This design comes from an exercise in tuning for small area, a short achievable clock period and few clock cycles per item on the open sky130 flow, not from production work. In this exercise RTL edits were held to simulation tests only and were not proved equivalent to the original. Power figures rest on the tool's default switching activity, not on a simulated workload.

== run 1 ==
==> flow/design.v <==
`timescale 1ns / 1ps
module bin2BCD(
    input           clk,
    input           rst,
    input           en,
    input   [11:0]  bin_d_in,
    output  [15:0]  bcd_d_out,
    output          rdy
    );
    function [3:0] add3;
        input [3:0] d;
        reg o3;
        begin
            o3 = d[3] | (d[2] & (d[1] | d[0]));
            add3[3] = o3;
            add3[2] = (d[2] & ~d[1] & ~d[0]) | (d[3] & d[0]);
            add3[1] = (d[3] & ~d[0]) | (d[1] & ~d[2]) | (d[1] & d[0]);
            add3[0] = d[0] ^ o3;
        end
    endfunction
    function [27:0] step;
        input [27:0] x;
        begin
            step = {add3(x[27:24]), add3(x[23:20]), add3(x[19:16]), add3(x[15:12]), x[11:0]} << 1;
        end
    endfunction
    reg  [27:0] s1, s2;
    reg  [24:10] mid;
    reg         result_rdy;
    integer i;
    always @(*) begin
        s1 = {16'b0, bin_d_in};
        for (i = 0; i < 10; i = i + 1)
            s1 = step(s1);
    end
    always @(posedge clk) begin
        mid        <= s1[24:10];
        result_rdy <= en & ~rst;
    end
    always @(*) begin
        s2 = 28'b0;
        s2[24:10] = mid;
        for (i = 10; i < 12; i = i + 1)
            s2 = step(s2);
    end
    assign bcd_d_out = s2[27:12];
    assign rdy       = result_rdy;
endmodule
Settings: LEC_CHECK=0, ABC_AREA=1, CAP_MARGIN=20, CORE_MARGIN=2, CORE_UTILIZATION=55, PLACE_DENSITY=0.8, SLEW_MARGIN=20; clock period 5.0 ns.
standard.sh (not shown) runs the stock make flow with config.mk's settings and CLKGATE_MAP_FILE= SYNTH_SCRIPT=/design/flow/synth_recipe.tcl, a recipe that flattens the netlist after the stock synthesis.
==> flow/flow/run.sh <==
#!/bin/bash
# Standard ORFS layout with two changes: the port buffers are buf_1, and
# synthesis maps the logic with the ABC script in flow/abc_area.script (a variant of ORFS's area script)
# (a copy of ORFS's scripts folder with only that file replaced).
set -euo pipefail
export BUFFER_PORTS_ARGS="-buffer_cell sky130_fd_sc_hd__buf_1"
rm -rf scripts_mod
cp -r "$FLOW_HOME/scripts" scripts_mod
cp flow/abc_area.script scripts_mod/abc_area.script
bash standard.sh SCRIPTS_DIR="$PWD/scripts_mod" synth > flow_synth.log 2>&1
bash standard.sh finish > flow_make.log 2>&1
==> flow/flow/abc_area.script <==
strash
dc2
dch
if -K 4
mfs -W 8
strash
dc2
dch -f
map -B 0.9
topo
stime -c
buffer -c
upsize -c
dnsize -c
Testbench counts of run 1, summed over its fixed seeds: cycles 8,000, items 4,000.
Inputs modified between run 1 and run 2:
- SETUP_SLACK_MARGIN now 2.6, previously not set
- CORE_UTILIZATION now 40, was 55
- TNS_END_PERCENT now 0, previously not set
-- flow/flow/run.sh --
<<< run 1, line 5
set -euo pipefail
export BUFFER_PORTS_ARGS="-buffer_cell sky130_fd_sc_hd__buf_1"
rm -rf scripts_mod
cp -r "$FLOW_HOME/scripts" scripts_mod
>>> run 2, line 5
set -euo pipefail
export BUFFER_PORTS_ARGS="-buffer_cell sky130_fd_sc_hd__buf_1"
export SETUP_MOVE_SEQUENCE="sizeup,swap"
rm -rf scripts_mod
cp -r "$FLOW_HOME/scripts" scripts_mod
==> flow/flow/abc_area.script <==
strash
dch
if -K 4
mfs -W 8
strash
dch
map -B 0.9
topo
stime -c
buffer -c
upsize -c
dnsize -c
Notes after the runs:
- Run 1 tops out at a lower clock frequency than run 2.
- Cmp run 2 vs run 1: clock buffer instance count of the final layout lower in run 2
- Summary of the comparison: sequential-to-total area share from yosys stat is lower in run 2, relative to run 1.
- Run 1 → run 2: XOR/XNOR share of the synthesized area did not really move, net switching power of the design went up, power share of the clock group went down, fraction of layout instances using a drive strength above 1 went up, count of buffer and inverter cells on the critical path went up.
- For run 1, the critical path startpoint was bin_d_in[11], unlike run 2, where it was bin_d_in[10].
- Relative to run 1, placer's final routability congestion estimate decreased by 0.64% in run 2.
- On run 2: die area is 930 um^2 higher than what run 1 gave.
- Having completed the whole flow, run 2 delivered a layout that passed the timing, DRC and antenna checks.
- Height of the die: run 2 > run 1
Here is what was changed in the inputs of run 3 compared with run 2.
- TNS_END_PERCENT no longer set, was 0
- PLACE_DENSITY no longer set, was 0.8
- CORE_UTILIZATION now 60, was 40
- SETUP_SLACK_MARGIN no longer set, was 2.6
==> flow/flow/run.sh <==
#!/bin/bash
# Standard ORFS layout, with the smallest buffer (buf_1) as the port buffer.
set -euo pipefail
export BUFFER_PORTS_ARGS="-buffer_cell sky130_fd_sc_hd__buf_1"
bash standard.sh finish > flow_make.log 2>&1
removed: flow/flow/abc_area.script
==> run notes <==
- Of run 3 and run 2, run 2 shows the lower wire length of the first global-routing pass, with run 3 above it.
- When run 3 is measured against run 2, its iteration count of the initial detailed-routing pass turns out 2 lower.
- Diff run 2 -> run 3: routed wire length saw an increase; part of the total power dissipated in the clock network saw an increase.
- Compared run 3 vs run 2, and fraction of area in registers is up in run 3.
- Run 3 vs. run 2: post-route clock period utilization up 4.9 points, number of signal-net buffers in the layout level, synthesized cell count now sits higher.
- Against run 2, total design power in run 3 rose by a few percent.
[inputs] run 4 vs run 3
- a change of CORE_UTILIZATION from 60 to 40
==> flow/flow/run.sh <==
#!/bin/bash
# Standard ORFS layout with two changes: the port buffers are buf_1, and
# synthesis maps the logic with the ABC script in flow/abc_area.script (a variant of ORFS's area script)
# (a copy of ORFS's scripts folder with only that file replaced).
set -euo pipefail
export BUFFER_PORTS_ARGS="-buffer_cell sky130_fd_sc_hd__buf_1"
rm -rf scripts_mod
cp -r "$FLOW_HOME/scripts" scripts_mod
cp flow/abc_area.script scripts_mod/abc_area.script
bash standard.sh SCRIPTS_DIR="$PWD/scripts_mod" synth > flow_synth.log 2>&1
bash standard.sh finish > flow_make.log 2>&1
==> flow/flow/abc_area.script (new file) <==
strash
dch
if -K 4
mfs -W 8
strash
dch
map -B 0.9
topo
stime -c
upsize -c
dnsize -c
Notes after the runs:
- Across both runs, post-synthesis instance total was lower for run 4 than for run 3.
- Measured against each other, run 3 and run 4 differ in final area, the lower figure coming from run 4.
- Run 4 supports a higher top clock frequency than run 3.
- On run 4: layout cell share with drive strength beyond 1 is 4.7 points lower than what run 3 gave.
- Lower synthesis-to-finish area growth was reported by run 3, not run 4.
- Summary: with run 3 as the reference, total power in run 4 moved down by a few percent.

what the ideal ports hide:
The results above use ideal ports. As a check the final layouts listed here were re-extracted and re-timed, cells and wires unchanged.
Step 1: set_driving_cell puts a clkbuf_16 on clk and a buf_2 on each other input, an assumption about the parent block.
Step 2 moves the port delays by t, midway between the first and last clock arrival at a register: inputs arrive t later, outputs are due t later. That takes back most of the time a late clock gives input paths.
Three values: ideal ports, drivers, drivers and shift; two values: the first two.
run	t (ns)	setup WS [ns]	worst slew at a driven data input, ns	pins driven straight from the clock port
run 1	0.304	1.953 / 1.952 / 1.648	0.03	1
run 2	0.280	2.221 / 2.188 / 1.908	0.06	1
run 3	0.297	1.976 / 1.976 / 1.679	0.03	1
run 4	0.294	2.050 / 2.029 / 1.857	0.03	1
After both steps every run listed still meets setup and hold. The setup slack of run 2, which loses most, moves by -0.033 ns with the drivers and by -0.313 ns with both steps.
